Source: an optimization exercise on an open RTL-to-GDS flow (aim: small area). Production flows keep margins and buffers that such runs may drop.
Function was checked by simulation only, so behaviour that the tests miss may differ from the original.
Power is estimated from default activity; no workload was simulated.

`flow/design.v`:
```
module switch(
	input clk,
	input rst,
	input start,
	input in_0,
	input in_1,
	output reg wr,              
	output reg [3:0] p,         
	output [3:0] p_out          
);
	reg run;                    
	reg [1:0] cnt;              
	reg r, done;
	reg [1:0] c;
	reg [3:0] q;
	always @(posedge clk) begin
		r = run | ~start;
		c = start ? cnt : 2'd0;
		q = start ? p : 4'd0;
		done = 1'b0;
		if (r) begin
			if (in_0) begin
				if (c == 2'd3) done = 1'b1;
				c = c + 2'd1;
			end
			if (in_1 && !done) begin
				q[c] = 1'b1;
				if (c == 2'd3) done = 1'b1;
				c = c + 2'd1;
			end
		end
		cnt <= c;
		if (rst) begin
			run <= 1'b0;
			wr <= 1'b0;
			p <= 4'd0;
		end else begin
			run <= r & ~done;
			wr <= done;
			p <= q;
		end
	end
	assign p_out = run ? 4'd0 : p;
endmodule
module buffer(
	input clk,
	input rst,
	input [3:0] p_in,
	input read,
	input write,
	output reg [23:0] memory,
	output reg [2:0] fullness,
	output reg [15:0] time_total,
	output reg [9:0] input_count,
	output reg [7:0] drop_count
);
	reg [13:0] age [0:5];
	wire rd = read & (fullness != 3'd0);
	wire drop = write & ~rd & (fullness == 3'd6);
	wire sh = rd | drop;
	wire [2:0] f1 = fullness - {2'd0, rd};
	wire [2:0] f2 = f1 + {2'd0, write & ~drop};
	integer j, k;
	reg [13:0] x;
	reg [14:0] cc;
	reg [5:0] wrap;
	reg vld;
	reg [13:0] n [0:5];
	always @(*) begin
		for (j = 0; j < 6; j = j + 1) begin
			if (rst) x = 14'd0;
			else if (sh) x = (j < 5) ? age[(j + 1) % 6] : 14'd0;
			else x = age[j];
			vld = ~rst & (j < f2);
			cc[0] = vld;
			for (k = 0; k < 14; k = k + 1) begin
				n[j][k] = x[k] ^ cc[k];
				cc[k + 1] = x[k] & cc[k];
			end
			wrap[j] = cc[14];
		end
	end
	wire s1 = wrap[0] ^ wrap[1] ^ wrap[2];
	wire k1 = (wrap[0] & wrap[1]) | (wrap[2] & (wrap[0] ^ wrap[1]));
	wire s2 = wrap[3] ^ wrap[4] ^ wrap[5];
	wire k2 = (wrap[3] & wrap[4]) | (wrap[5] & (wrap[3] ^ wrap[4]));
	wire [1:0] wc = {k1 ^ k2 ^ (s1 & s2), s1 ^ s2};
	wire [15:0] v = ~{wc, sh ? age[0] : 14'd0};
	wire [15:0] f2x = {13'd0, f2};
	reg [15:0] ps, pc;
	reg [16:0] tc;
	reg [15:0] tn;
	always @(*) begin
		for (k = 0; k < 16; k = k + 1) begin
			ps[k] = time_total[k] ^ v[k] ^ f2x[k];
			pc[k] = (time_total[k] & v[k]) | (f2x[k] & (time_total[k] ^ v[k]));
		end
		tc[0] = 1'b1;
		for (k = 0; k < 16; k = k + 1) begin
			if (k == 0) begin
				tn[k] = ps[k] ^ tc[k];
				tc[k + 1] = ps[k] & tc[k];
			end else begin
				tn[k] = ps[k] ^ pc[k - 1] ^ tc[k];
				tc[k + 1] = (ps[k] & pc[k - 1]) | (tc[k] & (ps[k] ^ pc[k - 1]));
			end
		end
	end
	reg [10:0] ic;
	reg [8:0] dc;
	reg [9:0] icn;
	reg [7:0] dcn;
	always @(*) begin
		ic[0] = write;
		for (k = 0; k < 10; k = k + 1) begin
			icn[k] = input_count[k] ^ ic[k];
			ic[k + 1] = input_count[k] & ic[k];
		end
		dc[0] = drop;
		for (k = 0; k < 8; k = k + 1) begin
			dcn[k] = drop_count[k] ^ dc[k];
			dc[k + 1] = drop_count[k] & dc[k];
		end
	end
	reg [3:0] m;
	reg [23:0] mn;
	always @(*) begin
		for (j = 0; j < 6; j = j + 1) begin
			if (sh) m = (j < 5) ? memory[4 * ((j + 1) % 6) +: 4] : 4'd0;
			else m = memory[4 * j +: 4];
			if (write && (j == 5 ? (f1 >= 3'd5) : (f1 == j))) m = p_in;
			mn[4 * j +: 4] = m;
		end
	end
	always @(posedge clk) begin
		for (j = 0; j < 6; j = j + 1) age[j] <= n[j];
		if (rst) begin
			memory <= 24'd0;
			fullness <= 3'd0;
			time_total <= 16'd0;
			input_count <= 10'd0;
			drop_count <= 8'd0;
		end else begin
			memory <= mn;
			fullness <= f2;
			time_total <= tn;
			input_count <= icn;
			drop_count <= dcn;
		end
	end
endmodule
module rca #(parameter W = 8) (
	input [W-1:0] a,
	input [W-1:0] b,
	input ci,
	output [W-1:0] s
);
	wire [W:0] cy;
	assign cy[0] = ci;
	genvar i;
	generate
		for (i = 0; i < W; i = i + 1) begin : g
			assign s[i] = a[i] ^ b[i] ^ cy[i];
			assign cy[i + 1] = (a[i] & b[i]) | (cy[i] & (a[i] ^ b[i]));
		end
	endgenerate
endmodule
module gt #(parameter W = 8) (
	input [W-1:0] a,
	input [W-1:0] b,
	output o
);
	wire [W:0] c;
	assign c[0] = 1'b0;
	genvar i;
	generate
		for (i = 0; i < W; i = i + 1) begin : g
			assign c[i + 1] = (a[i] & ~b[i]) | (c[i] & (a[i] | ~b[i]));
		end
	endgenerate
	assign o = c[W];
endmodule
module decision(
	input  clk,
	input  rst,
	input  read_clk,
	input [2:0] fullness_1,
	input [2:0] fullness_2,
	input [2:0] fullness_3,
	input [2:0] fullness_4,
	input [15:0] total_time_1,
	input [15:0] total_time_2,
	input [15:0] total_time_3,
	input [15:0] total_time_4,
	output reg read_1,
	output reg read_2,
	output reg read_3,
	output reg read_4
);
	function [15:0] sq;
		input [2:0] f;
		input [11:0] w;
		case (f)
			3'd0: sq = 16'd0;
			3'd1: sq = w;
			3'd2: sq = w * 4;
			3'd3: sq = w * 9;
			3'd4: sq = w * 16;
			3'd5: sq = w * 25;
			3'd6: sq = w * 36;
			default: sq = w * 49;
		endcase
	endfunction
	wire [15:0] k0 = sq(fullness_1, 12'd15);
	wire [15:0] k1 = sq(fullness_2, 12'd425);
	wire [15:0] k2 = sq(fullness_3, 12'd759);
	wire [15:0] k3 = sq(fullness_4, 12'd1000);
	wire [18:0] h0, g0;
	rca #(19) a0a({total_time_1, 3'd0}, ~{3'd0, total_time_1}, 1'b1, g0);
	rca #(19) a0b(g0, {12'd0, k0[9:3]}, 1'b0, h0);
	wire [21:0] p0 = {h0, k0[2:0]};
	wire [18:0] h1, g1;
	rca #(19) a1a({1'b0, total_time_2, 2'd0}, {3'd0, total_time_2}, 1'b0, g1);
	rca #(19) a1b(g1, {8'd0, k1[13:3]}, 1'b0, h1);
	wire [21:0] p1 = {h1, k1[2:0]};
	wire [20:0] g2a, g2, p2;
	rca #(21) a2a({4'd0, total_time_3, 1'b0}, {5'd0, total_time_3}, 1'b0, g2a);
	rca #(21) a2b({1'b0, total_time_3, 4'd0}, g2a, 1'b0, g2);
	rca #(21) a2c(g2, {6'd0, k2[14:0]}, 1'b0, p2);
	wire [17:0] g3, p3;
	rca #(18) a3a({1'b0, total_time_4, 1'b0}, {2'd0, total_time_4}, 1'b0, g3);
	rca #(18) a3b(g3, {2'd0, k3}, 1'b0, p3);
	wire c01, c23, cf;
	gt #(22) g01(p1, p0, c01);
	gt #(21) g23({3'd0, p3}, p2, c23);
	wire [21:0] m01 = c01 ? p1 : p0;
	wire [20:0] m23 = c23 ? {3'd0, p3} : p2;
	gt #(22) gf({1'b0, m23}, m01, cf);
	wire go = read_clk & ~rst;
	always @(posedge clk) begin
		read_1 <= go & ~cf & ~c01;
		read_2 <= go & ~cf & c01;
		read_3 <= go & cf & ~c23;
		read_4 <= go & cf & c23;
	end
endmodule
module qos_queue(
	input clk,
	input rst,                  
	input start,                
	input in_0,                 
	input in_1,                 
	input read_tick,            
	output [3:0]  p_in,         
	output [3:0]  read,         
	output [11:0] fullness,     
	output [95:0] memory,       
	output [31:0] drop_count,   
	output [39:0] input_count   
);
	wire wr;
	wire [3:0] pk;
	wire [15:0] total_times[3:0];
	switch switch1(clk, rst, start, in_0, in_1, wr, pk, p_in);
	genvar b;
	generate
		for (b = 0; b < 4; b = b + 1) begin : g_buf
			buffer buffer_i(clk, rst, pk, read[b], wr & (pk[3:2] == b),
				memory[24*b +: 24], fullness[3*b +: 3], total_times[b],
				input_count[10*b +: 10], drop_count[8*b +: 8]);
		end
	endgenerate
	decision decision1(clk, rst, read_tick, fullness[2:0], fullness[5:3], fullness[8:6], fullness[11:9],
		total_times[0], total_times[1], total_times[2], total_times[3], read[0], read[1], read[2], read[3]);
endmodule
```
`flow/run.sh`:
```
#!/bin/bash
# synth_recipe.tcl (not shown) runs the flow's synth.tcl, then flattens the netlist and writes it again
# the make line also repeats each setting of config.mk as NAME=value (left out here)
make -C /OpenROAD-flow-scripts/flow DESIGN_CONFIG=/design/flow/config.mk WORK_HOME=/design/flow/orfs CLKGATE_MAP_FILE= SYNTH_SCRIPT=/design/flow/synth_recipe.tcl finish
```
`flow/config.mk`:
```
export PLATFORM = sky130hd
export DESIGN_NAME = qos_queue
export DESIGN_NICKNAME = qos_queue
export VERILOG_FILES = /design/flow/design.v
export SDC_FILE = /design/flow/constraint.sdc
export NUM_CORES = 4
export LEC_CHECK = 0
export ABC_AREA = 1
export CAP_MARGIN = 20
export CORE_MARGIN = 2
export CORE_UTILIZATION = 40
export CTS_BUF_LIST = sky130_fd_sc_hd__clkbuf_4
export CTS_CLUSTER_SIZE = 30
export SLEW_MARGIN = 20
```
`flow/constraint.sdc`:
```
create_clock -name core_clock -period 12.0 [get_ports {clk}]
set_input_delay 2.4000 -clock core_clock [delete_from_list [all_inputs] [get_ports {clk}]]
set_output_delay 2.4000 -clock core_clock [all_outputs]
set_load 0.01 [all_outputs]
```
==> results.toml, run 1 <==
[status]
outcome = "timing/DRC/antenna clean"

[setup_path]
crit_type = "reg -> reg"
path_common_cell = "nand2_1"
reg2reg_depth = 55
required_ns = 12.92
crit_path_start_kind = "flip-flop"
cp-end-kind = "flip-flop"
rrSetupSlack_ns = 0.70
cp_slowest_cell = "fa_1"
crit-reg2reg-launch = "g_buf[2].buffer_i.time_total[0]"
timing.rr.end = "decision1.read_2"
slowest_delay_ns = 0.54
path_max_fanout = 4
arrival_ns = 12.22

[drt]
drt_pass1_iterations = 5
drc_errors = 0
antenna_left = 0
routed_wl_microns = 72100
viasPerCell = 4.68
wl_per_cell_microns = 13.6
vias = 24900
drtIter0Drc = 1164

[synth]
synthCells = 3886
synth_top_family_by_area = "adder cells"
synth_simple_gate_area_share_pct = 15.3
synth_area_leaders = "dfxtp_1 (36%), ha_1 (19%), fa_1 (11%)"
synth_compound_area_share_pct = 8.75
synth_area_leader_cell = "dfxtp_1"
synth_xor_area_share_pct = 0.848
synth_warnings = 6
muxShareOfSynthArea_pct = 0
synth.most_common_cell = "nor2_1"
yosysUniqueCellTypes = 40
syn_area_sq_um = 33000
synth_ff_type = "dfxtp_1"
synth-seq-area-share_pct = 35.9
synthAdderAreaFrac_pct = 30.7
avgSynthCellArea_sq_um = 8.50
synth_common_cells = "nor2_1 (730), dfxtp_1 (592), inv_1 (556), ha_1 (510), nand2_1 (400)"
syn_nets = 4589
synthArstFlopShare_pct = 0
synth_top_area_share_pct = 35.9
synth_edf_count = 0
synth-seq-cells = 592

[sta]
max_slew_margin_pct = 27.0
skew_ns = 0.0546
finalHoldWorstSlack_ns = 0.467
fin_tns_setup_ns = 0
fin_ws_ns = 0.696
finalHoldViolCount = 0
drv_slew = 0
setup_violations = 0
period_needed_ns = 11.30
worst_pin_slew_ns = 1.09
rsz0062_at_grt = "no"
fin_crit_sh_pct = 94.2
fmax_ghz = 0.0885

[global_route]
gr-total-overflow = 0
grt_pass1_vias = 24500
grt_max_degree = 145
antenna_found_initial = 1
grt_usage_pct = 17.4
grt_first_pass_wirelength_microns = 121000

[pwr]
p_leak_nw = 18.9
p_per_area_nw_per_um2 = 184
irDropWorstVdd_mv = 0.195

[hold_path]
min_to = "g_buf[0].buffer_i.memory[2]"
hold_class = "reg -> reg"
worstHoldStart = "g_buf[0].buffer_i.memory[2]"
holdPathStages = 2

[floorplan]
die_x_microns = 291
io_pins = 194
die_area_sq_um = 84900
start_util_pct = 40.3
rows = 105
core_area_sq_um = 82000
die_height_microns = 291

[cells_and_area]
multi_input_area_sq_um = 18400
final_layout_size_suffix_gt1_share_pct = 8.65
area.growth.synth_to_final_pct = 15.5
fillerInstances = 8097
register_area_sq_um = 11900
final_nets = 4821

[clocking]
clkTransAtPathRegs_ns = 0.06
cts_tree = "done"
clock_latency_ns = 1.02
clock_path_buffers = 3
htreeDepth = 4
clockRootBuffer = "clkbuf_4"
cts_buffers = 169
ctsHoldBuffers = 0
cts.sinks = 592

[flow_run]
drv_cap = 0

[placement]
place.gp.congestion = 0.859
pre_cts_slack_ns = 0.189
dpl.hpwl_microns = 51500
io_buffer_count = 193
what timing repair did:
action                                 in CTS  in global routing
resized for setup                           0                  6
endpoints found under the hold margin       0                  0
setup endpoints to repair                   0                  4
buffers inserted                            0                  2
cell type report:
| class | count | share of cell area [%] |
|---|---|---|
| repair buffers | 219 | 5.62 |
| clock inverters | 34 | 0.610 |
| flip-flops and latches | 592 | 31.1 |
| clock buffers | 261 | 5.14 |
| multi-input cells | 2556 | 48.3 |
| inverters | 580 | 5.74 |
| diodes | 1 | 0.00656 |
| well taps | 1070 | 3.51 |
cell usage in the layout (no fill, tap or decap), types with 3 or more instances in the layout:
master           Yosys  layout
nand2_1            400     399
o22ai_1             16      16
nand2_2              4       5
nand4_1              3       3
ha_1               510     510
a31oi_1             40      40
nor2_1             730     727
o21ai_0            332     332
fa_2                 0       3
nand3_1             91      91
dfxtp_1            592     590
inv_6                0       7
a22o_1               7       7
and3_1               3       3
inv_2               19      22
xor2_1               8       8
inv_1              556     555
o21ai_1             15      15
clkdlybuf4s50_1      0     192
a22oi_1             11      11
clkinv_1             4      19
nor2_4               1       4
o22a_1               3       3
a21oi_1            112     112
or2_1                4       4
nor3_1              12      12
xnor2_1             24      24
o211ai_1             3       3
buf_4                4      25
clkinv_2             1       5
nor4_1              12      11
or2_2               19      19
fa_1               187     184
clkbuf_4             0     261
critical path, delay by kind of cell, from the launching register on:
kind	cells	cell delay [ns]
AOI/OAI and AO/OA	1	0.30
and+or+nand+nor	30	1.71
adders and majority gates	21	8.60
DFF	1	0.33
buffers and inverters	3	0.30
sequential cells by signal, indices dropped and copies added (netlist names):
name and cells:
decision1.read_2 1, g_buf.buffer_i.time_total 64, g_buf.buffer_i.memory 96, g_buf.buffer_i.input_count 40
g_buf.buffer_i.age 336, g_buf.buffer_i.drop_count 32, switch1.run 1, switch1.wr 1
decision1.read_4 1, switch1.p 4, decision1.read_1 1, switch1.cnt 2
decision1.read_3 1, g_buf.buffer_i.fullness 12
metal layers:
metal,part of all wire [%],wire (microns),GRT usage [%],vias to the layer above
li1,-,-,-,12900
met5,0,0,0,-
met3,4.2,3010,3.66,123
met1,47,33900,22.5,11400
met4,2.5,1810,6.61,0
met2,46,33300,28.4,394
power breakdown:
group          total [mW]  internal (mW)  switching [mW]
Clock                1.92           1.03           0.884
Sequential           2.16           2.06          0.0968
Combinational        2.96           1.20            1.76
Total                7.03           4.30            2.74
how the worst max path moves through the flow:
stage	startpoint	endpoint	slack (ns)	cells after the start
finish	g_buf[2].buffer_i.time_total[0]	decision1.read_2	0.70	55
detailed placement	g_buf[2].buffer_i.time_total[0]	decision1.read_2	0.19	52
global route	g_buf[2].buffer_i.time_total[0]	decision1.read_2	0.005	55
global placement	g_buf[2].buffer_i.time_total[0]	decision1.read_2	0.24	52
floorplan	g_buf[2].buffer_i.time_total[1]	decision1.read_2	0.51	50
CTS	g_buf[2].buffer_i.time_total[0]	decision1.read_2	0.16	52
cell families (layout without fill, tap and decap cells):
logic type,count (synthesis),in the layout
adders and majority gates,697,697
buffers and inverters,739,1094
AOI/OAI and AO/OA,545,545
DFF,592,592
other,0,1
and+or+nand+nor,1281,1282
xor gates and xnor gates,32,32
metrics by stage:
| stage | instances | util, % | instance area, sq um | power [mW] |
|---|---|---|---|---|
| after detailed placement | 5014 | 43.8 | 35900 | 5.12 |
| after floorplan | 3886 | - | 33000 | 4.51 |
| after global placement | 5014 | 43.8 | 35900 | 5.08 |
| final | 5313 | 46.5 | 38200 | 7.03 |
| after global routing | 5313 | 46.5 | 38200 | 7.75 |
| after CTS | 5309 | 46.5 | 38100 | 7.11 |
==> run 2: changes to the inputs <==
--- a/flow/config.mk
+++ b/flow/config.mk
@@ -10,5 +10,4 @@
 export CORE_MARGIN = 2
 export CORE_UTILIZATION = 40
-export CTS_BUF_LIST = sky130_fd_sc_hd__clkbuf_4
-export CTS_CLUSTER_SIZE = 30
+export CTS_BUF_LIST = sky130_fd_sc_hd__clkbuf_8
 export SLEW_MARGIN = 20
==> run 2 against run 1 <==
Final cell count fell by 1.8%. Still clean. Via count fell by 1.4%. Critical path type unchanged. Hold slack barely moved. Synthesized cell count did not move. Clock power rose by 6%. Highest routed layer unchanged. Critical path depth fell by 6. Area after synthesis did not move. Setup slack improved by 0.038 ns.
==> results.toml, run 2 <==
[pwr]
irDropWorstVdd_mv = 0.197
p_per_area_nw_per_um2 = 187
p_leak_nw = 18.9

[floorplan]
start_util_pct = 40.3
die_area_sq_um = 84900
rows = 105
core_area_sq_um = 82000
io_pins = 194
die_height_microns = 291
die_x_microns = 291

[global_route]
grt_first_pass_wirelength_microns = 119000
gr-total-overflow = 0
antenna_found_initial = 2
grt_pass1_vias = 23900
grt_usage_pct = 17.1
grt_max_degree = 145

[drt]
wl_met1_microns = 34100
met2_length_microns = 32700
drc_errors = 0
wl_met3_microns = 2750
drt_pass1_iterations = 5
wl_per_cell_microns = 13.7
routed_wl_microns = 71500
drtIter0Drc = 1092
vias = 24500
dr.max_layer_used = "met4"
antenna_left = 0
viasPerCell = 4.70

[clocking]
clock_path_buffers = 3
cts_tree = "done"
cts_buffers = 106
cts.sinks = 592
clkTransAtPathRegs_ns = 0.06
htreeDepth = 3
clock_latency_ns = 0.71
ctsHoldBuffers = 0
clockRootBuffer = "clkbuf_8"

[placement]
postPlaceCellArea_sq_um = 35900
dpl.hpwl_microns = 51500
place.gp.congestion = 0.859
io_buffer_count = 193
pre_cts_slack_ns = 0.189

[sta]
fmax_ghz = 0.0888
worst_pin_slew_ns = 0.975
skew_ns = 0.0293
finalHoldViolCount = 0
max_slew_margin_pct = 34.4
drv_slew = 0
period_needed_ns = 11.27
setup_violations = 0
fin_crit_sh_pct = 93.9
fin_tns_setup_ns = 0
rsz0062_at_grt = "no"
fin_ws_ns = 0.734

[flow_run]
drv_cap = 0

[cells_and_area]
final_nets = 4758
area.growth.synth_to_final_pct = 16.0
reg.largest.list = "g_buf.buffer_i.age (336), g_buf.buffer_i.memory (96), g_buf.buffer_i.time_total (64)"
largest_reg_flops = 336
final_cell_mix = "nor2_1 (727), dfxtp_1 (590), inv_1 (584), ha_1 (510), nand2_1 (399)"
final_common_cell = "nor2_1"
final_layout_size_suffix_gt1_share_pct = 6.23
stdcell_area_sq_um = 38300
regMostFlops = "g_buf.buffer_i.age"

[setup_path]
cp_slowest_cell = "fa_1"
arrival_ns = 11.83
path_common_cell = "nand2_1"
crit_path_start_kind = "flip-flop"
cp-end-kind = "flip-flop"
path_max_fanout = 10
crit_type = "reg -> reg"
slowest_delay_ns = 0.54
required_ns = 12.57

[synth]
syn_nets = 4589
synth-seq-cells = 592
yosysUniqueCellTypes = 40
synthArstFlopShare_pct = 0
avgSynthCellArea_sq_um = 8.50
synth-seq-area-share_pct = 35.9
synth_area_leaders = "dfxtp_1 (36%), ha_1 (19%), fa_1 (11%)"
synth_edf_count = 0
synthCells = 3886
synth_common_cells = "nor2_1 (730), dfxtp_1 (592), inv_1 (556), ha_1 (510), nand2_1 (400)"
syn_area_sq_um = 33000
synth_ff_type = "dfxtp_1"
synth_warnings = 6
synth.most_common_cell = "nor2_1"
synth_top_area_share_pct = 35.9
synth_area_leader_cell = "dfxtp_1"

[status]
outcome = "timing/DRC/antenna clean"

[hold_path]
hold_class = "reg -> reg"
-- run 2: cell families (layout without fill, tap and decap cells) --
group,Yosys count,after routing,share of synthesized area [%]
AO/OA/AOI/OAI,545,545,8.75
XOR/XNOR,32,32,0.848
adder cells (fa/ha/maj),697,697,30.7
buffers and inverters,739,996,8.53
flip-flops,592,592,35.9
other,0,1,0
AND/OR/NAND/NOR,1281,1282,15.3
-- run 2: area by class of cell --
class	instances	area, sq um
Fill cell	8045	43700
Multi-Input combinational cell	2556	18400
Clock buffer	146	2010
Inverter	580	2190
Timing Repair Buffer	219	2140
Tap cell	1070	1340
Clock inverter	51	340
Sequential cell	592	11900
Antenna cell	1	2.50
-- run 2: worst paths after layout --
kind	from	endpoint	slack (ns)	cells after the start
hold / removal	g_buf[0].buffer_i.memory[2]	g_buf[0].buffer_i.memory[2]	0.47	2
hold reg to reg	g_buf[0].buffer_i.memory[2]	g_buf[0].buffer_i.memory[2]	0.47	2
setup reg to reg	g_buf[2].buffer_i.time_total[0]	decision1.read_2	0.73	49
setup / recovery	g_buf[2].buffer_i.time_total[0]	decision1.read_2	0.73	49
-- run 2: metal layers --
layer,vias up,track usage [%]
li1,12700,-
met1,11300,22.7
met2,382,28.2
met3,117,2.78
met4,0,5.80
met5,-,0
-- run 2: where the power goes --
| group | internal (mW) | switching (mW) | leakage [nW] |
|---|---|---|---|
| registers | 2.06 | 0.0966 | 4.78 |
| logic | 1.20 | 1.76 | 12.8 |
| clock network | 1.17 | 0.871 | 1.33 |
-- run 2: what timing repair did --
item / CTS / global route
setup buffers: 0 / 2
setup endpoints to repair: 0 / 4
resized for setup: 0 / 6
-- run 2: per-stage QoR --
stage | hold WS (ns) | total power, mW | utilization (%) | cells
2_1_floorplan | 0.460 | 4.51 | - | 3886
3_3_place_gp | 0.455 | 5.08 | 43.8 | 5014
3_5_place_dp | 0.454 | 5.12 | 43.8 | 5014
4_1_cts | 0.464 | 7.21 | 46.7 | 5211
5_1_grt | 0.500 | 7.83 | 46.7 | 5215
6_report | 0.467 | 7.16 | 46.7 | 5215
-- run 2: critical path, delay by kind of cell, from the launching register on --
family          cells  cell delay (ns)
buf+inv             4             0.38
fa+ha+maj          21             8.59
compound gates      2             0.40
simple gates       22             1.39
flops               1             0.33
==> run 3: changes to the inputs <==
--- a/flow/config.mk
+++ b/flow/config.mk
@@ -10,4 +10,5 @@
 export CORE_MARGIN = 2
 export CORE_UTILIZATION = 40
-export CTS_BUF_LIST = sky130_fd_sc_hd__clkbuf_8
+export CTS_CLUSTER_DIAMETER = 70
+export CTS_CLUSTER_SIZE = 25
 export SLEW_MARGIN = 20
==> run 3 against run 2 <==
Area after synthesis unchanged. Clock power decreased by 18%. Die area unchanged. Critical endpoint unchanged. Largest cell class unchanged.
==> results.toml, run 3 <==
[status]
outcome = "timing/DRC/antenna clean"

[drt]
drt_pass1_iterations = 5
drtIter0Drc = 1228
drc_errors = 0
antenna_left = 0
viasPerCell = 4.71
wl_per_cell_microns = 13.8
vias = 24000
routed_wl_microns = 70300

[cells_and_area]
fillerInstances = 8050
reg.largest.list = "g_buf.buffer_i.age (336), g_buf.buffer_i.memory (96), g_buf.buffer_i.time_total (64)"
regMostFlops = "g_buf.buffer_i.age"
final_layout_size_suffix_gt1_share_pct = 4.24
diodes = 0
final_common_cell = "nor2_1"
utilization_pct = 45.9
final_cell_mix = "nor2_1 (727), dfxtp_1 (590), inv_1 (555), ha_1 (510), nand2_1 (398)"
final_nets = 4697
area.growth.synth_to_final_pct = 13.8
stdcell_area_sq_um = 37600
largest_reg_flops = 336

[sta]
finalHoldViolCount = 0
drv_slew = 0
skew_ns = 0.0373
period_needed_ns = 11.27
fin_crit_sh_pct = 93.9
fmax_ghz = 0.0888
fin_tns_setup_ns = 0
worst_pin_slew_ns = 1.06
rsz0062_at_grt = "no"
setup_violations = 0
finalHoldWorstSlack_ns = 0.472
max_slew_margin_pct = 28.7

[synth]
synth.most_common_cell = "nor2_1"
synth_area_leader_cell = "dfxtp_1"
synthCells = 3886
synth_warnings = 6
yosysUniqueCellTypes = 40
synthArstFlopShare_pct = 0
synth-seq-area-share_pct = 35.9
avgSynthCellArea_sq_um = 8.50
synth_edf_count = 0
synth_top_area_share_pct = 35.9
syn_area_sq_um = 33000
syn_nets = 4589
synth_ff_type = "dfxtp_1"
synth-seq-cells = 592
synth_common_cells = "nor2_1 (730), dfxtp_1 (592), inv_1 (556), ha_1 (510), nand2_1 (400)"
synth_area_leaders = "dfxtp_1 (36%), ha_1 (19%), fa_1 (11%)"

[pwr]
p_per_area_nw_per_um2 = 181
p_leak_nw = 18.4
switching_share_pct = 40.0
p_switching_mw = 2.72
power.internal_mw = 4.07
p_seq_share_pct = 31.8
irDropWorstVdd_mv = 0.199
p_clk_share_pct = 24.6
p_comb_share_pct = 43.6

[hold_path]
holdPathStages = 2
worstHoldStart = "g_buf[0].buffer_i.memory[2]"
min_to = "g_buf[0].buffer_i.memory[2]"
hold_class = "reg -> reg"

[setup_path]
path_max_fanout = 4
crit-reg2reg-launch = "g_buf[2].buffer_i.time_total[0]"
cp_slowest_cell = "fa_1"
reg2reg_depth = 56
path_common_cell = "nand2_1"
cp_top_family = "adder cells"
cp-end-kind = "flip-flop"
cp_num_buf_inv = 3
timing.rr.end = "decision1.read_2"
crit_path_start_kind = "flip-flop"
arrival_ns = 11.74
crit_type = "reg -> reg"
slowest_delay_ns = 0.54
rrSetupSlack_ns = 0.73
required_ns = 12.47

[placement]
dpl.hpwl_microns = 51500
place.gp.congestion = 0.859
io_buffer_count = 193
postPlaceCellArea_sq_um = 35900

[clocking]
cts_buffers = 45
clock_latency_ns = 0.61
clockRootBuffer = "clkbuf_16"
ctsHoldBuffers = 0
clock_path_buffers = 3
cts_tree = "done"
cts.sinks = 592
htreeDepth = 2
clkTransAtPathRegs_ns = 0.09

[global_route]
grt_pass1_vias = 23300
grt_usage_pct = 16.8
grt_first_pass_wirelength_microns = 118000
grt_max_degree = 145
gr-total-overflow = 0
antenna_found_initial = 1

[floorplan]
die_height_microns = 291
io_pins = 194
rows = 105
start_util_pct = 40.3
die_x_microns = 291
core_area_sq_um = 82000
die_area_sq_um = 84900

[flow_run]
drv_cap = 0
-- run 3: cell counts after synthesis --
Identical to the previous run, type by type.
-- run 3: final cells by class --
| class | instances | area (sq um) | share of cell area, % |
|---|---|---|---|
| well taps | 1070 | 1340 | 3.56 |
| flip-flops and latches | 592 | 11900 | 31.5 |
| clock buffers | 50 | 1200 | 3.19 |
| clock inverters | 32 | 434 | 1.15 |
| inverters | 580 | 2190 | 5.82 |
| repair buffers | 219 | 2140 | 5.70 |
| multi-input cells | 2556 | 18400 | 49.0 |
-- run 3: worst reg2reg max path: cells and delay by family (launching register included) --
| kind | cells | cell delay, ns |
|---|---|---|
| DFF | 1 | 0.34 |
| adders and majority gates | 21 | 8.59 |
| and+or+nand+nor | 31 | 1.59 |
| buffers and inverters | 3 | 0.30 |
| AOI/OAI and AO/OA | 1 | 0.30 |
-- run 3: what timing repair did --
| item | 4_1_cts | 5_1_grt |
|---|---|---|
| endpoints found under the setup margin | 0 | 4 |
| buffers inserted | 0 | 2 |
| gates resized for setup | 0 | 7 |
| hold endpoints to repair | 0 | 0 |
-- run 3: worst max path at each step --
stage          slack (ns)          endpoint                            start  depth (start not counted)
2_1_floorplan        0.51  decision1.read_2  g_buf[2].buffer_i.time_total[1]                         50
3_3_place_gp         0.24  decision1.read_2  g_buf[2].buffer_i.time_total[0]                         52
3_5_place_dp         0.19  decision1.read_2  g_buf[2].buffer_i.time_total[0]                         52
4_1_cts              0.14  decision1.read_2  g_buf[2].buffer_i.time_total[0]                         52
5_1_grt              0.03  decision1.read_2  g_buf[2].buffer_i.time_total[0]                         56
6_report             0.73  decision1.read_2  g_buf[2].buffer_i.time_total[0]                         56
-- run 3: power groups by stage --
stage	Clock (mW)	Sequential (mW)	Combinational, mW
2_1_floorplan	0	2.16	2.35
3_3_place_gp	0	2.20	2.87
3_5_place_dp	0	2.20	2.91
4_1_cts	1.74	2.16	2.93
5_1_grt	1.81	2.17	3.46
6_report	1.67	2.16	2.96
-- run 3: through the flow --
stage | power (mW) | setup WS [ns] | instances
after CTS | 6.83 | 0.144 | 5096
after detailed placement | 5.12 | 0.189 | 5014
after floorplan | 4.51 | 0.510 | 3886
final | 6.79 | 0.735 | 5099
after global routing | 7.45 | 0.0319 | 5099
after global placement | 5.08 | 0.240 | 5014
-- run 3: logic make-up after synthesis --
family	after synthesis	share of synthesized area, %
buffers and inverters	739	8.53
and+or+nand+nor	1281	15.3
AOI/OAI and AO/OA	545	8.75
xor gates and xnor gates	32	0.848
adders and majority gates	697	30.7
DFF	592	35.9
-- run 3: metal layers --
layer | vias up | wire length, microns | track usage (%)
met2 | 296 | 32400 | 27.9
li1 | 12500 | - | -
met5 | - | 0 | 0
met3 | 82 | 2490 | 2.31
met4 | 0 | 1680 | 4.35
met1 | 11100 | 33800 | 22.9
==> run 4: changes to the inputs <==
--- a/flow/config.mk
+++ b/flow/config.mk
@@ -10,5 +10,3 @@
 export CORE_MARGIN = 2
 export CORE_UTILIZATION = 40
-export CTS_CLUSTER_DIAMETER = 70
-export CTS_CLUSTER_SIZE = 25
 export SLEW_MARGIN = 20
==> run 4 against run 3 <==
Fmax down 0.40%. Global-route usage up 0.25 points. Clock power up 29%. Power up 7.1%. Sequential share of layout area down 0.58 points. Utilization up 0.85 points. Routed wire length up 0.72%. Synthesized cell count unchanged.
==> results.toml, run 4 <==
[synth]
synth_warnings = 6
synth_common_cells = "nor2_1 (730), dfxtp_1 (592), inv_1 (556), ha_1 (510), nand2_1 (400)"
synthArstFlopShare_pct = 0
syn_nets = 4589
synth_ff_type = "dfxtp_1"
yosysUniqueCellTypes = 40
synth-seq-area-share_pct = 35.9
avgSynthCellArea_sq_um = 8.50
synth.most_common_cell = "nor2_1"
synth_edf_count = 0
syn_area_sq_um = 33000
synth_area_leaders = "dfxtp_1 (36%), ha_1 (19%), fa_1 (11%)"
synth_top_area_share_pct = 35.9
synth_area_leader_cell = "dfxtp_1"
synthCells = 3886
synth-seq-cells = 592

[global_route]
antenna_found_initial = 1
grt_max_degree = 145
grt_usage_pct = 17.0
grt_pass1_vias = 23600
grt_first_pass_wirelength_microns = 119000
gr-total-overflow = 0

[placement]
dp.cells = 5014
dpl.hpwl_microns = 51500
io_buffer_count = 193
place.gp.congestion = 0.859

[sta]
max_slew_margin_pct = 26.9
skew_ns = 0.0218
finalHoldWorstSlack_ns = 0.467
fin_crit_sh_pct = 94.3
finalHoldViolCount = 0
fmax_ghz = 0.0884
period_needed_ns = 11.31
drv_slew = 0
setup_violations = 0
fin_tns_setup_ns = 0
worst_pin_slew_ns = 1.09
rsz0062_at_grt = "no"

[drt]
drc_errors = 0
routed_wl_microns = 70900
antenna_left = 0
drtIter0Drc = 1319
wl_per_cell_microns = 13.8
viasPerCell = 4.71
vias = 24200
drt_pass1_iterations = 5

[setup_path]
required_ns = 12.48
crit_type = "reg -> reg"
cp-end-kind = "flip-flop"
crit_path_start_kind = "flip-flop"
path_common_cell = "nand2_1"
slowest_delay_ns = 0.54
arrival_ns = 11.79
path_max_fanout = 10
cp_slowest_cell = "fa_1"

[pwr]
p_per_area_nw_per_um2 = 190
p_leak_nw = 18.7
irDropWorstVdd_mv = 0.198
total_power_mw = 7.27

[floorplan]
die_x_microns = 291
io_pins = 194
die_area_sq_um = 84900
core_area_sq_um = 82000
die_height_microns = 291
start_util_pct = 40.3
rows = 105

[status]
outcome = "timing/DRC/antenna clean"

[clocking]
cts_buffers = 70
htreeDepth = 3
clockRootBuffer = "clkbuf_16"
cts_tree = "done"
clock_latency_ns = 0.61
cts.sinks = 592
clock_path_buffers = 3
ctsHoldBuffers = 0
clkTransAtPathRegs_ns = 0.06

[hold_path]
hold_class = "reg -> reg"

[cells_and_area]
fin_cells = 5142
regMostFlops = "g_buf.buffer_i.age"
final_cell_mix = "nor2_1 (727), dfxtp_1 (590), inv_1 (555), ha_1 (510), nand2_1 (399)"
fillerInstances = 7990
final_common_cell = "nor2_1"
final_layout_size_suffix_gt1_share_pct = 4.89
reg.largest.list = "g_buf.buffer_i.age (336), g_buf.buffer_i.memory (96), g_buf.buffer_i.time_total (64)"
area.growth.synth_to_final_pct = 15.9
largest_reg_flops = 336
diodes = 0
final_nets = 4722
register_area_sq_um = 11900
multi_input_area_sq_um = 18400

[flow_run]
drv_cap = 0
## run 4: metrics by stage
stage	utilization (%)	cell area [sq um]	setup slack, ns
2_1_floorplan	-	33000	0.510
5_1_grt	46.7	38300	0.0191
3_5_place_dp	43.8	35900	0.189
4_1_cts	46.6	38200	0.154
3_3_place_gp	43.8	35900	0.240
6_report	46.7	38300	0.690
## run 4: final timing paths
check | startpoint | endpoint | slack (ns) | cells past startpoint
worst max-delay path | g_buf[2].buffer_i.time_total[0] | decision1.read_2 | 0.69 | 49
worst min register to register | g_buf[0].buffer_i.memory[2] | g_buf[0].buffer_i.memory[2] | 0.47 | 2
worst min-delay path | g_buf[0].buffer_i.memory[2] | g_buf[0].buffer_i.memory[2] | 0.47 | 2
worst max register to register | g_buf[2].buffer_i.time_total[0] | decision1.read_2 | 0.69 | 49
## run 4: cell type report
class / count / area share [%]
inverter: 580 / 5.72
sequential: 592 / 31.0
tap: 1070 / 3.50
clock buffer: 100 / 5.32
timing repair buffer: 219 / 5.60
multi-input combinational: 2556 / 48.1
clock inverter: 25 / 0.784
## run 4: metal layers
metal	share of wire, %	GRT usage, %	up-vias
met2	46	28.0	337
met1	47	22.9	11200
met4	2.6	5.56	0
met5	0	0	-
li1	-	-	12600
met3	4.1	2.58	91
## run 4: report_power, final
part / switching, mW / internal (mW) / leakage [nW]
Sequential: 0.0961 / 2.06 / 4.78
Combinational: 1.76 / 1.20 / 12.8
Clock: 0.854 / 1.29 / 1.14
Total: 2.71 / 4.56 / 18.7
## run 4: kinds of logic (layout without fill, tap and decap cells)
| family | Yosys count | in the layout | share of synthesized area [%] |
|---|---|---|---|
| fa+ha+maj | 697 | 697 | 30.7 |
| compound gates | 545 | 545 | 8.75 |
| flops | 592 | 592 | 35.9 |
| simple gates | 1281 | 1282 | 15.3 |
| xor+xnor | 32 | 32 | 0.848 |
| buf+inv | 739 | 924 | 8.53 |
## run 4: repair_timing
item                                    4_1_cts  5_1_grt
buffers inserted                              0        2
endpoints found under the setup margin        0        4
gates resized for setup                       0        5
## run 4: worst max-delay path, delay by kind of cell, from the launching register on
kind	cells	cell delay, ns
AO/OA/AOI/OAI	2	0.40
AND/OR/NAND/NOR	22	1.39
buffers and inverters	4	0.38
adder cells (fa/ha/maj)	21	8.65
flip-flops	1	0.33
==> run 5: changes to the inputs <==
--- a/flow/config.mk
+++ b/flow/config.mk
@@ -10,3 +10,5 @@
 export CORE_MARGIN = 2
 export CORE_UTILIZATION = 40
+export CTS_CLUSTER_DIAMETER = 50
+export CTS_CLUSTER_SIZE = 30
 export SLEW_MARGIN = 20
==> run 5 against run 4 <==
Setup slack gained 0.055 ns. Sequential share of layout area shrank 0.35 points. Utilization up 0.53 points. Global-route usage increased by 0.059 points. Non-clock buffer count is the same. Critical endpoint unchanged. Largest cell class unchanged. Highest routed layer unchanged.
==> results.toml, run 5 <==
[status]
outcome = "timing/DRC/antenna clean"

[cells_and_area]
reg.largest.list = "g_buf.buffer_i.age (336), g_buf.buffer_i.memory (96), g_buf.buffer_i.time_total (64)"
largest_reg_flops = 336
final_common_cell = "nor2_1"
final_layout_size_suffix_gt1_share_pct = 5.72
register_area_sq_um = 11900
regMostFlops = "g_buf.buffer_i.age"
diodes = 0
area.growth.synth_to_final_pct = 17.2
final_cell_mix = "nor2_1 (727), dfxtp_1 (590), inv_1 (555), ha_1 (510), nand2_1 (398)"
fillerInstances = 7942
final_nets = 4731
multi_input_area_sq_um = 18400

[sta]
finalHoldWorstSlack_ns = 0.467
fmax_ghz = 0.0888
finalHoldViolCount = 0
max_slew_margin_pct = 29.1
fin_crit_sh_pct = 93.8
period_needed_ns = 11.26
skew_ns = 0.0256
worst_pin_slew_ns = 1.05
rsz0062_at_grt = "no"
fin_ws_ns = 0.745
fin_tns_setup_ns = 0
setup_violations = 0
drv_slew = 0

[placement]
place.gp.congestion = 0.859
dpl.hpwl_microns = 51500
io_buffer_count = 193
pre_cts_slack_ns = 0.189

[global_route]
grt_usage_pct = 17.1
grt_pass1_vias = 23700
grt_first_pass_wirelength_microns = 119000
grt_max_degree = 145
antenna_found_initial = 0
gr-total-overflow = 0

[setup_path]
cp_slowest_cell = "fa_1"
crit_path_start_kind = "flip-flop"
crit_type = "reg -> reg"
cp-end-kind = "flip-flop"
required_ns = 12.49
path_common_cell = "nand2_1"
slowest_delay_ns = 0.54
rrSetupSlack_ns = 0.74
arrival_ns = 11.75
path_max_fanout = 4

[drt]
drt_pass1_iterations = 5
antenna_left = 0
drtIter0Drc = 1207
viasPerCell = 4.69
vias = 24200
drc_errors = 0
routed_wl_microns = 71400
wl_per_cell_microns = 13.8

[clocking]
cts_buffers = 79
clock_latency_ns = 0.63
clockRootBuffer = "clkbuf_16"
ctsHoldBuffers = 0
cts.sinks = 592
clock_path_buffers = 3
clkTransAtPathRegs_ns = 0.06
htreeDepth = 3
cts_tree = "done"

[synth]
synth_ff_type = "dfxtp_1"
synthArstFlopShare_pct = 0
synth_area_leaders = "dfxtp_1 (36%), ha_1 (19%), fa_1 (11%)"
synth-seq-cells = 592
syn_area_sq_um = 33000
synth_top_area_share_pct = 35.9
avgSynthCellArea_sq_um = 8.50
synth-seq-area-share_pct = 35.9
synth_area_leader_cell = "dfxtp_1"
syn_nets = 4589
synthCells = 3886
synth_edf_count = 0
yosysUniqueCellTypes = 40
synth_common_cells = "nor2_1 (730), dfxtp_1 (592), inv_1 (556), ha_1 (510), nand2_1 (400)"
synth_warnings = 6
synth.most_common_cell = "nor2_1"

[pwr]
p_per_area_nw_per_um2 = 195
irDropWorstVdd_mv = 0.197
p_leak_nw = 18.9

[flow_run]
drv_cap = 0

[floorplan]
io_pins = 194
start_util_pct = 40.3
die_height_microns = 291
core_area_sq_um = 82000
die_area_sq_um = 84900
rows = 105
die_x_microns = 291

[hold_path]
hold_class = "reg -> reg"
[run 5: cell type report]
| type | instances | area share [%] |
|---|---|---|
| multi-input cells | 2556 | 47.6 |
| flip-flops and latches | 592 | 30.6 |
| inverters | 580 | 5.65 |
| repair buffers | 219 | 5.53 |
| clock buffers | 87 | 5.34 |
| well taps | 1070 | 3.46 |
| clock inverters | 60 | 1.81 |
[run 5: final timing paths]
| path | start | end | cells past startpoint |
|---|---|---|---|
| max | g_buf[2].buffer_i.time_total[0] | decision1.read_2 | 56 |
| min | g_buf[0].buffer_i.memory[2] | g_buf[0].buffer_i.memory[2] | 2 |
| max reg2reg | g_buf[2].buffer_i.time_total[0] | decision1.read_2 | 56 |
| min reg2reg | g_buf[0].buffer_i.memory[2] | g_buf[0].buffer_i.memory[2] | 2 |
[run 5: power by group]
group | switching [mW] | internal, mW | leakage (nW)
clock network | 1.03 | 1.40 | 1.33
registers | 0.0969 | 2.06 | 4.78
logic | 1.76 | 1.20 | 12.8
total | 2.89 | 4.67 | 18.9
[run 5: routing by layer]
layer	global-route usage [%]	vias to the layer above	part of all wire (%)
met3	2.66	87	4.1
met1	22.9	11200	47
met4	5.38	0	2.3
met2	28.2	348	46
li1	-	12600	-
met5	0	-	0
[run 5: cell families (layout without fill, tap and decap cells)]
group	count (synthesis)	after routing	share of synthesized area (%)
adders and majority gates	697	697	30.7
buffers and inverters	739	946	8.53
DFF	592	592	35.9
xor gates and xnor gates	32	32	0.848
AOI/OAI and AO/OA	545	545	8.75
and+or+nand+nor	1281	1282	15.3
[run 5: metrics by stage]
stage               std cells  utilization [%]  cell area, sq um  total power, mW
global route             5164             47.2             38700             8.23
global placement         5014             43.8             35900             5.08
CTS                      5161             47.2             38700             7.60
floorplan                3886                -             33000             4.51
detailed placement       5014             43.8             35900             5.12
finish                   5164             47.2             38700             7.55
[run 5: critical path, delay by kind of cell (launching register included)]
family	cells	cell delay, ns
adders and majority gates	21	8.59
and+or+nand+nor	31	1.58
DFF	1	0.33
buffers and inverters	3	0.30
AOI/OAI and AO/OA	1	0.30
[run 5: timing repair]
action / in CTS / in global routing
setup endpoints to repair: 0 / 4
buffers inserted: 0 / 2
resized for setup: 0 / 7
==> run 6: changes to the inputs <==
--- a/flow/design.v
+++ b/flow/design.v
@@ -82,7 +82,7 @@
 	end
 	wire s1 = wrap[0] ^ wrap[1] ^ wrap[2];
-	wire k1 = (wrap[0] & wrap[1]) | (wrap[2] & (wrap[0] ^ wrap[1]));
+	wire k1 = (wrap[0] & wrap[1]) | (wrap[0] & wrap[2]) | (wrap[1] & wrap[2]);
 	wire s2 = wrap[3] ^ wrap[4] ^ wrap[5];
-	wire k2 = (wrap[3] & wrap[4]) | (wrap[5] & (wrap[3] ^ wrap[4]));
+	wire k2 = (wrap[3] & wrap[4]) | (wrap[3] & wrap[5]) | (wrap[4] & wrap[5]);
 	wire [1:0] wc = {k1 ^ k2 ^ (s1 & s2), s1 ^ s2};
 	wire [15:0] v = ~{wc, sh ? age[0] : 14'd0};
@@ -94,5 +94,5 @@
 		for (k = 0; k < 16; k = k + 1) begin
 			ps[k] = time_total[k] ^ v[k] ^ f2x[k];
-			pc[k] = (time_total[k] & v[k]) | (f2x[k] & (time_total[k] ^ v[k]));
+			pc[k] = (time_total[k] & v[k]) | (time_total[k] & f2x[k]) | (v[k] & f2x[k]);
 		end
 		tc[0] = 1'b1;
@@ -103,5 +103,5 @@
 			end else begin
 				tn[k] = ps[k] ^ pc[k - 1] ^ tc[k];
-				tc[k + 1] = (ps[k] & pc[k - 1]) | (tc[k] & (ps[k] ^ pc[k - 1]));
+				tc[k + 1] = (ps[k] & pc[k - 1]) | (ps[k] & tc[k]) | (pc[k - 1] & tc[k]);
 			end
 		end
@@ -162,5 +162,5 @@
 		for (i = 0; i < W; i = i + 1) begin : g
 			assign s[i] = a[i] ^ b[i] ^ cy[i];
-			assign cy[i + 1] = (a[i] & b[i]) | (cy[i] & (a[i] ^ b[i]));
+			assign cy[i + 1] = (a[i] & b[i]) | (a[i] & cy[i]) | (b[i] & cy[i]);
 		end
 	endgenerate
==> flow/flow/run.sh (new file) <==
#!/bin/bash
# Layout flow: the standard ORFS flow (standard.sh) with
#  - synthesis by flow/synth.tcl (area-oriented logic mapping, same registers),
#  - port buffers of the smallest buffer cell instead of clkdlybuf4s50_1.
# The make output goes to flow.log; ORFS keeps each step's log under orfs/logs.
set -euo pipefail
W=$PWD
bash standard.sh \
  "SYNTH_SCRIPT=$W/flow/synth.tcl" \
  "BUFFER_PORTS_ARGS=-buffer_cell sky130_fd_sc_hd__buf_1" \
  finish > "$W/flow.log" 2>&1
==> flow/flow/area.abc (new file) <==
strash
dch
map -a
topo
==> flow/flow/synth.tcl (new file) <==
# The standard synthesis (synth_recipe.tcl), with two changes to the
# logic mapping only: Yosys's synth runs without its internal abc pass, so
# extract_fa sees the ripple adders as the RTL writes them, and the final
# ABC mapping uses flow/area.abc, an area-only mapping without buffering or
# upsizing (placement repairs slew, capacitance and timing). Registers and
# their names are the same as in the standard synthesis.
set flow_dir [file dirname [file normalize [info script]]]
proc synth {args} { yosys synth -nofsm -noshare -noabc {*}$args }
proc abc {args} {
  set i [lsearch -exact $args -script]
  if { $i >= 0 } { lset args [expr { $i + 1 }] $::flow_dir/area.abc }
  yosys abc {*}$args
}
source $::env(SCRIPTS_DIR)/synth.tcl
# left out here: clear keep_hierarchy, flatten, clean up, hide names made inside functions, write 1_2_yosys.v
==> flow/standard.sh (new file) <==
#!/bin/bash
# synth_recipe.tcl (not shown) runs the flow's synth.tcl, then flattens the netlist and writes it again
# the make line also repeats each setting of config.mk as NAME=value (left out here)
make -C /OpenROAD-flow-scripts/flow DESIGN_CONFIG=/design/flow/config.mk WORK_HOME=/design/flow/orfs CLKGATE_MAP_FILE= SYNTH_SCRIPT=/design/flow/synth_recipe.tcl "${@:-finish}"
--- a/flow/config.mk
+++ b/flow/config.mk
@@ -10,5 +10,3 @@
 export CORE_MARGIN = 2
 export CORE_UTILIZATION = 40
-export CTS_CLUSTER_DIAMETER = 50
-export CTS_CLUSTER_SIZE = 30
 export SLEW_MARGIN = 20
removed: flow/run.sh
==> run 6 against run 5 <==
Still clean on timing, DRC and antenna. Fmax down 1.6%. Area after synthesis down 4.7%. Synthesized cell count down 11%. Largest cell class unchanged.
==> results.toml, run 6 <==
[hold_path]
hold_class = "reg -> reg"
holdPathStages = 2
worstHoldStart = "g_buf[0].buffer_i.memory[22]"
min_to = "g_buf[0].buffer_i.memory[22]"

[cells_and_area]
area.growth.synth_to_final_pct = 14.6
final_nets = 4441
final_cell_mix = "nor2_1 (715), dfxtp_1 (590), ha_1 (507), clkinv_1 (416), o21ai_0 (331)"
regMostFlops = "g_buf.buffer_i.age"
reg.largest.list = "g_buf.buffer_i.age (336), g_buf.buffer_i.memory (96), g_buf.buffer_i.time_total (64)"
fillerInstances = 7423
final_common_cell = "nor2_1"
diodes = 0
largest_reg_flops = 336
final_layout_size_suffix_gt1_share_pct = 5.20

[setup_path]
arrival_ns = 11.98
timing.rr.end = "decision1.read_2"
slowest_delay_ns = 0.57
reg2reg_depth = 48
cp_num_buf_inv = 2
cp-end-kind = "flip-flop"
path_max_fanout = 8
cp_slowest_cell = "fa_2"
path_common_cell = "fa_2"
crit_path_start_kind = "flip-flop"
crit_type = "reg -> reg"
crit-reg2reg-launch = "g_buf[2].buffer_i.time_total[1]"
required_ns = 12.53
rrSetupSlack_ns = 0.56
cp_top_family = "adder cells"

[clocking]
cts.sinks = 592
ctsHoldBuffers = 0
clkTransAtPathRegs_ns = 0.06
htreeDepth = 3
clockRootBuffer = "clkbuf_16"
clock_path_buffers = 3
cts_tree = "done"
clock_latency_ns = 0.61
cts_buffers = 67

[synth]
syn_area_sq_um = 31500
synth_edf_count = 0
synth_warnings = 6
yosysUniqueCellTypes = 33
syn_nets = 4155
synth_top_family_by_area = "adder cells"
synth-seq-cells = 592
synth_simple_gate_area_share_pct = 12.9
synthAdderAreaFrac_pct = 32.3
synthArstFlopShare_pct = 0
synth_xor_area_share_pct = 0.667
synth-seq-area-share_pct = 37.6
synth.most_common_cell = "nor2_1"
synth_compound_area_share_pct = 11.2
synth_area_leader_cell = "dfxtp_1"
muxShareOfSynthArea_pct = 0
synth_ff_type = "dfxtp_1"
synthCells = 3451
synth_top_area_share_pct = 37.6
synth_common_cells = "nor2_1 (722), dfxtp_1 (592), ha_1 (511), clkinv_1 (423), o21ai_0 (337)"
synth_area_leaders = "dfxtp_1 (38%), ha_1 (20%), fa_1 (12%)"
avgSynthCellArea_sq_um = 9.13

[drt]
viasPerCell = 4.89
routed_wl_microns = 68300
antenna_left = 0
vias = 23600
wl_per_cell_microns = 14.1
drc_errors = 0
drtIter0Drc = 1232
drt_pass1_iterations = 5

[floorplan]
rows = 102
die_height_microns = 285
io_pins = 194
die_x_microns = 285
die_area_sq_um = 81000
start_util_pct = 40.5
core_area_sq_um = 77700

[pwr]
irDropWorstVdd_mv = 0.190
total_power_mw = 7.09
p_per_area_nw_per_um2 = 196
p_comb_share_pct = 40.8
p_seq_share_pct = 31.0
p_leak_nw = 16.3
switching_share_pct = 36.3
power.internal_mw = 4.52
p_switching_mw = 2.58
p_clk_share_pct = 28.2

[global_route]
grt_first_pass_wirelength_microns = 116000
grt_usage_pct = 17.2
gr-total-overflow = 0
grt_max_degree = 142
antenna_found_initial = 0
gr-usage-met3_pct = 2.74
met1_usage_pct = 23.1
top_usage_layer = "met2"
grt_pass1_vias = 22900
grtUsageMet2_pct = 28.4

[placement]
dpl.hpwl_microns = 50500
io_buffer_count = 193
place.gp.congestion = 0.903

[sta]
max_slew_margin_pct = 25.7
fmax_ghz = 0.0874
worst_pin_slew_ns = 1.10
drv_slew = 0
setup_violations = 0
finalHoldViolCount = 0
fin_crit_sh_pct = 95.4
period_needed_ns = 11.44
fin_tns_setup_ns = 0
skew_ns = 0.0257

[status]
outcome = "timing/DRC/antenna clean"

[flow_run]
drv_cap = 0
[run 6: cell families (layout without fill, tap and decap cells)]
group / count (synthesis) / count (layout)
compound gates: 658 / 658
xor+xnor: 24 / 24
fa+ha+maj: 703 / 703
buf+inv: 433 / 768
flops: 592 / 592
simple gates: 1041 / 1041
[run 6: tightest hold or removal path, stage by stage (launching register included)]
cell	delay, ns
dfxtp_1	0.32
nand2_1	0.07
nor2_1	0.03
[run 6: worst max path at each step]
stage          slack (ns)  cells past startpoint                to                       startpoint
2_1_floorplan        0.05                     48  decision1.read_1  g_buf[2].buffer_i.time_total[1]
3_3_place_gp         0.08                     48  decision1.read_1  g_buf[2].buffer_i.time_total[1]
3_5_place_dp        0.005                     48  decision1.read_1  g_buf[2].buffer_i.time_total[1]
4_1_cts             0.003                     48  decision1.read_1  g_buf[2].buffer_i.time_total[1]
5_1_grt             -0.01                     49  decision1.read_1  g_buf[2].buffer_i.time_total[1]
6_report             0.56                     48  decision1.read_2  g_buf[2].buffer_i.time_total[1]
[run 6: repair_timing]
action	CTS	global route
pin swaps	1	35
gates resized for setup	3	41
setup buffers	0	2
cloned	0	0
setup endpoints to repair	2	4
[run 6: metal layers]
| layer | wire, microns | vias up |
|---|---|---|
| met3 | 3200 | 91 |
| met4 | 1530 | 0 |
| met1 | 32000 | 11000 |
| met2 | 31600 | 467 |
| met5 | 0 | - |
| li1 | - | 12100 |
[run 6: cell type report]
type                            instances  area, sq um  area share, %
Clock buffer                          102         1970           5.46
Multi-Input combinational cell       2426        18200           50.4
Sequential cell                       592        11900           32.8
Tap cell                             1040         1300           3.60
Clock inverter                         16          180          0.499
Inverter                              423         1600           4.43
Timing Repair Buffer                  227         1000           2.77
[run 6: stage by stage]
stage                     setup slack (ns)  instances  area, sq um  hold WS (ns)  utilization, %
after floorplan                     0.0475       3451        31500         0.461               -
after global placement              0.0813       4706        33800         0.448            43.5
after detailed placement           0.00450       4706        33800         0.453            43.5
after CTS                          0.00290       4824        36000         0.463            46.3
after global routing               -0.0130       4826        36100         0.482            46.4
final                                0.557       4826        36100         0.461            46.4
[run 6: power by group through the flow]
stage / logic (mW) / clock network, mW / registers [mW]
2_1_floorplan: 2.18 / 0 / 2.21
3_3_place_gp: 2.77 / 0 / 2.24
3_5_place_dp: 2.79 / 0 / 2.24
4_1_cts: 2.82 / 2.07 / 2.20
5_1_grt: 3.36 / 2.14 / 2.22
6_report: 2.90 / 2.00 / 2.20
==> run 7: changes to the inputs <==
--- a/flow/config.mk
+++ b/flow/config.mk
@@ -10,3 +10,5 @@
 export CORE_MARGIN = 2
 export CORE_UTILIZATION = 40
+export CTS_CLUSTER_DIAMETER = 70
+export CTS_CLUSTER_SIZE = 25
 export SLEW_MARGIN = 20
==> run 7 against run 6 <==
Die area stayed put. Critical endpoint is now decision1.read_1. Final cell count down 1.1%. Non-clock buffer count down 1. Flip-flop and latch count unchanged. Count of clock-buffer cells in the layout fell by 62. Area after synthesis unchanged. Sequential share of layout area is 0.84 points higher. Synthesized cell count is the same. Register-to-register slack got worse by 0.03 ns.
==> results.toml, run 7 <==
[global_route]
grt_usage_pct = 16.9
antenna_found_initial = 0
grt_max_degree = 142
grtUsageMet2_pct = 27.9
gr-usage-met3_pct = 2.51
grt_pass1_vias = 22500
grt_first_pass_wirelength_microns = 114000
top_usage_layer = "met2"
met1_usage_pct = 23.1
gr-total-overflow = 0

[synth]
synthArstFlopShare_pct = 0
synth_area_leaders = "dfxtp_1 (38%), ha_1 (20%), fa_1 (12%)"
synth-seq-area-share_pct = 37.6
syn_area_sq_um = 31500
synth_area_leader_cell = "dfxtp_1"
synth_common_cells = "nor2_1 (722), dfxtp_1 (592), ha_1 (511), clkinv_1 (423), o21ai_0 (337)"
synthCells = 3451
synth_warnings = 6
synth_edf_count = 0
synth-seq-cells = 592
synth_top_area_share_pct = 37.6
syn_nets = 4155
avgSynthCellArea_sq_um = 9.13
synth.most_common_cell = "nor2_1"
yosysUniqueCellTypes = 33
synth_ff_type = "dfxtp_1"

[drt]
vias = 23300
viasPerCell = 4.89
drc_errors = 0
drt_pass1_iterations = 5
routed_wl_microns = 67500
wl_per_cell_microns = 14.1
antenna_left = 0
drtIter0Drc = 1286

[pwr]
p_seq_share_pct = 33.7
p_clk_share_pct = 22.5
p_per_area_nw_per_um2 = 185
p_leak_nw = 15.9
irDropWorstVdd_mv = 0.186
total_power_mw = 6.51
power.internal_mw = 3.97
p_comb_share_pct = 43.8
switching_share_pct = 39.0
p_switching_mw = 2.54

[cells_and_area]
final_common_cell = "nor2_1"
final_nets = 4411
reg.largest.list = "g_buf.buffer_i.age (336), g_buf.buffer_i.memory (96), g_buf.buffer_i.time_total (64)"
diodes = 0
stdcell_area_sq_um = 35200
final_layout_size_suffix_gt1_share_pct = 4.07
area.growth.synth_to_final_pct = 11.8
final_cell_mix = "nor2_1 (716), dfxtp_1 (590), ha_1 (511), clkinv_1 (416), o21ai_0 (334)"
largest_reg_flops = 336
regMostFlops = "g_buf.buffer_i.age"
utilization_pct = 45.3

[sta]
finalHoldViolCount = 0
max_slew_margin_pct = 27.7
fmax_ghz = 0.0871
fin_ws_ns = 0.525
drv_slew = 0
period_needed_ns = 11.48
worst_pin_slew_ns = 1.07
fin_tns_setup_ns = 0
fin_crit_sh_pct = 95.6
skew_ns = 0.0451
setup_violations = 0

[placement]
place.gp.congestion = 0.903
dpl.hpwl_microns = 50500
postPlaceCellArea_sq_um = 33800
io_buffer_count = 193
pre_cts_slack_ns = 0.00450

[setup_path]
cp-end-kind = "flip-flop"
slowest_delay_ns = 0.56
required_ns = 12.54
path_max_fanout = 8
crit_type = "reg -> reg"
arrival_ns = 12.01
reg2reg_depth = 48
path_common_cell = "fa_2"
cp_slowest_cell = "fa_2"
crit_path_start_kind = "flip-flop"

[flow_run]
drv_cap = 0

[clocking]
clock_path_buffers = 3
cts_buffers = 38
clockRootBuffer = "clkbuf_16"
cts.sinks = 592
cts_tree = "done"
clkTransAtPathRegs_ns = 0.09
clock_latency_ns = 0.61
htreeDepth = 2
ctsHoldBuffers = 0

[floorplan]
die_area_sq_um = 81000
io_pins = 194
core_area_sq_um = 77700
start_util_pct = 40.5
rows = 102
die_x_microns = 285
die_height_microns = 285

[hold_path]
hold_class = "reg -> reg"
holdPathStages = 2

[status]
outcome = "timing/DRC/antenna clean"
## run 7: area by class of cell
type / count / area [sq um]
fill: 7531 / 42500
multi-input combinational: 2426 / 18100
sequential: 592 / 11900
inverter: 423 / 1600
tap: 1040 / 1300
timing repair buffer: 226 / 988
clock buffer: 40 / 980
clock inverter: 26 / 355
## run 7: critical path: cells and delay by family (launching register included)
family / cells / cell delay (ns)
AND/OR/NAND/NOR: 6 / 0.38
adder cells (fa/ha/maj): 23 / 8.37
AO/OA/AOI/OAI: 17 / 2.11
flip-flops: 1 / 0.34
buffers and inverters: 2 / 0.21
## run 7: metrics by stage
stage / hold slack, ns / instances
after CTS: 0.469 / 4772
after detailed placement: 0.453 / 4706
after global routing: 0.488 / 4773
after floorplan: 0.461 / 3451
final: 0.467 / 4773
after global placement: 0.448 / 4706
## run 7: power groups by stage
stage / clock network [mW] / logic (mW) / registers [mW]
4_1_cts: 1.52 / 2.83 / 2.20
5_1_grt: 1.59 / 3.31 / 2.21
3_5_place_dp: 0 / 2.79 / 2.24
3_3_place_gp: 0 / 2.77 / 2.24
6_report: 1.47 / 2.85 / 2.19
2_1_floorplan: 0 / 2.18 / 2.21
## run 7: worst paths after layout
check | slack [ns] | endpoint | from
hold reg to reg | 0.47 | g_buf[0].buffer_i.memory[22] | g_buf[0].buffer_i.memory[22]
hold / removal | 0.47 | g_buf[0].buffer_i.memory[22] | g_buf[0].buffer_i.memory[22]
setup / recovery | 0.52 | decision1.read_1 | g_buf[2].buffer_i.time_total[1]
setup reg to reg | 0.52 | decision1.read_1 | g_buf[2].buffer_i.time_total[1]
## run 7: timing repair
action,in CTS,in global routing
resized for setup,2,23
setup buffers,0,1
setup endpoints to repair,2,4
pin swaps,1,18
cloned,0,0
## run 7: cell families after synthesis
logic type / synth area share, %
adder cells (fa/ha/maj): 32.3
AO/OA/AOI/OAI: 11.2
XOR/XNOR: 0.667
AND/OR/NAND/NOR: 12.9
flip-flops: 37.6
buffers and inverters: 5.21
## run 7: metal layers
layer  part of all wire [%]  up-vias
met2                     46      380
li1                       -    12000
met1                     48    10900
met5                      0        -
met3                    4.1       83
met4                    2.4        0
==> run 8: changes to the inputs <==
==> flow/flow/area.abc (replaced) <==
strash
dch
amap
strash
dch
amap
topo
--- a/flow/config.mk
+++ b/flow/config.mk
@@ -9,5 +9,5 @@
 export CAP_MARGIN = 20
 export CORE_MARGIN = 2
-export CORE_UTILIZATION = 40
+export CORE_UTILIZATION = 60
 export CTS_CLUSTER_DIAMETER = 70
 export CTS_CLUSTER_SIZE = 25
==> run 8 against run 7 <==
The layout now fails its checks (setup timing). Sequential power about the same. First-iteration DRC count up 3.2%. Cell area down 1.9%. Non-clock buffer count up 38. Hold slack worse by 0.0092 ns. Setup slack worse by 0.87 ns. Routed wire length up 1.9%. Clock skew down 0.012 ns. Combinational power up 7.7%. Sequential share of layout area up 0.65 points. Die area down 34%. Area after synthesis down 1.6%. Largest power group unchanged.
==> results.toml, run 8 <==
[cells_and_area]
diodes = 0
stdcell_area_sq_um = 34500
regMostFlops = "g_buf.buffer_i.age"
multi_input_area_sq_um = 18500
fillerInstances = 4100
final_common_cell = "dfxtp_1"
final_nets = 4012
register_area_sq_um = 11900
reg.largest.list = "g_buf.buffer_i.age (336), g_buf.buffer_i.memory (96), g_buf.buffer_i.time_total (64)"
final_cell_mix = "dfxtp_1 (589), ha_1 (507), nor2_1 (463), a22oi_1 (291), clkinv_1 (204)"
largest_reg_flops = 336
area.growth.synth_to_final_pct = 11.4
final_layout_size_suffix_gt1_share_pct = 6.06

[synth]
synth_common_cells = "dfxtp_1 (592), ha_1 (511), nor2_1 (469), a22oi_1 (291), clkinv_1 (211)"
syn_nets = 3720
synth_simple_gate_area_share_pct = 13.4
synth.most_common_cell = "dfxtp_1"
synth_warnings = 6
synth_xor_area_share_pct = 0.113
synthArstFlopShare_pct = 0
muxShareOfSynthArea_pct = 0
synth_area_leaders = "dfxtp_1 (38%), ha_1 (21%), fa_1 (12%)"
synth_area_leader_cell = "dfxtp_1"
syn_area_sq_um = 31000
synth_edf_count = 0
synth-seq-cells = 592
synthAdderAreaFrac_pct = 32.7
synth_top_family_by_area = "adder cells"
synth_compound_area_share_pct = 12.8
synth-seq-area-share_pct = 38.2
synth_top_area_share_pct = 38.2
synth_ff_type = "dfxtp_1"
avgSynthCellArea_sq_um = 10.3
synthCells = 3016
yosysUniqueCellTypes = 39

[sta]
max_slew_margin_pct = 30.6
skew_ns = 0.0328
fin_ws_ns = -0.342
rsz0062_at_grt = "yes"
fin_crit_sh_pct = 103
fin_tns_setup_ns = -1.31
finalHoldViolCount = 0
drv_slew = 0
fmax_ghz = 0.0810
period_needed_ns = 12.34
setup_violations = 4
worst_pin_slew_ns = 1.04

[floorplan]
io_pins = 194
die_x_microns = 231
die_height_microns = 231
core_area_sq_um = 51200
rows = 83
start_util_pct = 60.5
die_area_sq_um = 53500

[placement]
pre_cts_slack_ns = -0.372
io_buffer_count = 193
postPlaceCellArea_sq_um = 33000
place.gp.congestion = 0.863
dpl.hpwl_microns = 49700

[setup_path]
crit_type = "reg -> reg"
cp_slowest_cell = "fa_1"
path_common_cell = "buf_4"
crit_path_start_kind = "flip-flop"
required_ns = 12.46
arrival_ns = 12.80
slowest_delay_ns = 0.51
cp-end-kind = "flip-flop"
path_max_fanout = 3

[pwr]
irDropWorstVdd_mv = 0.201
total_power_mw = 6.62
p_per_area_nw_per_um2 = 192
p_leak_nw = 15.8

[clocking]
clock_path_buffers = 3
htreeDepth = 2
clockRootBuffer = "clkbuf_16"
clock_latency_ns = 0.59
clkTransAtPathRegs_ns = 0.09
cts_tree = "done"
cts_buffers = 36
cts.sinks = 592

[drt]
wl_per_cell_microns = 17.1
drc_errors = 0
drtIter0Drc = 1327
routed_wl_microns = 68700
antenna_left = 0
viasPerCell = 5.72
vias = 23000
drt_pass1_iterations = 5

[global_route]
grt_max_degree = 139
grt_pass1_vias = 23100
gr-total-overflow = 0
grt_usage_pct = 25.9
grt_first_pass_wirelength_microns = 114000
antenna_found_initial = 0

[status]
outcome = "failed layout checks"
so.violations = "setup timing"

[flow_run]
drv_cap = 0

[hold_path]
hold_class = "reg -> reg"
run 8: cell types whose count changed after synthesis, sizes merged, moves of 60 or more:
cell	before	now
nor2b	0	135
o21ai	337	58
a21oi	219	47
and3	0	60
a22oi	38	291
clkinv	423	211
nor2	722	469
run 8: stage by stage:
stage | instances | util, % | hold WS [ns]
after floorplan | 3016 | - | 0.438
after global placement | 3921 | 64.4 | 0.434
after detailed placement | 3921 | 64.4 | 0.445
after CTS | 4016 | 67.4 | 0.459
after global routing | 4016 | 67.5 | 0.475
final | 4016 | 67.5 | 0.458
run 8: critical path: cells and delay by family (launching register included):
kind	cells	cell delay (ns)
AND/OR/NAND/NOR	5	0.47
buffers and inverters	28	3.39
flip-flops	1	0.35
AO/OA/AOI/OAI	4	0.38
adder cells (fa/ha/maj)	21	7.57
run 8: final cells by class:
class / count / share of cell area [%]
Multi-Input combinational cell: 2203 / 53.6
Sequential cell: 592 / 34.3
Timing Repair Buffer: 264 / 3.72
Clock buffer: 43 / 2.86
Tap cell: 680 / 2.46
Inverter: 211 / 2.31
Clock inverter: 23 / 0.670
run 8: report_power, final:
| group | leakage [nW] | total, mW | switching (mW) | internal, mW |
|---|---|---|---|---|
| Sequential | 4.78 | 2.17 | 0.126 | 2.05 |
| Clock | 0.594 | 1.37 | 0.745 | 0.628 |
| Combinational | 10.5 | 3.07 | 1.65 | 1.42 |
run 8: final timing paths:
kind | startpoint | end | slack [ns] | depth (start not counted)
setup / recovery | g_buf[2].buffer_i.time_total[1] | decision1.read_1 | -0.34 | 58
hold / removal | g_buf[2].buffer_i.memory[22] | g_buf[2].buffer_i.memory[22] | 0.46 | 2
setup reg to reg | g_buf[2].buffer_i.time_total[1] | decision1.read_1 | -0.34 | 58
hold reg to reg | g_buf[2].buffer_i.memory[22] | g_buf[2].buffer_i.memory[22] | 0.46 | 2
run 8: cells by family after synthesis:
| family | Yosys count |
|---|---|
| AND/OR/NAND/NOR | 932 |
| adder cells (fa/ha/maj) | 698 |
| flip-flops | 592 |
| AO/OA/AOI/OAI | 569 |
| buffers and inverters | 221 |
| XOR/XNOR | 4 |
run 8: per-layer routing:
metal / vias to the layer above / GRT usage [%] / routed length [microns]
met3: 113 / 3.35 / 2720
met4: 0 / 8.23 / 1920
li1: 11300 / - / -
met5: - / 0 / 0
met1: 11200 / 34.0 / 30200
met2: 393 / 44.5 / 33900
run 8: timing repair:
item                       in CTS  in global routing
setup endpoints to repair       4                  4
hold buffers                    0                  0
gates resized for setup        22                 12
pin swaps                      32                  6
buffers inserted               29                  0

Setup slack of run 8, layout unchanged: -0.342 ns with ideal ports, -0.342 ns with driving cells assumed (clock clkbuf_16, inputs buf_2), -0.342 ns with port delays also shifted by the 0.635 ns mid clock arrival.
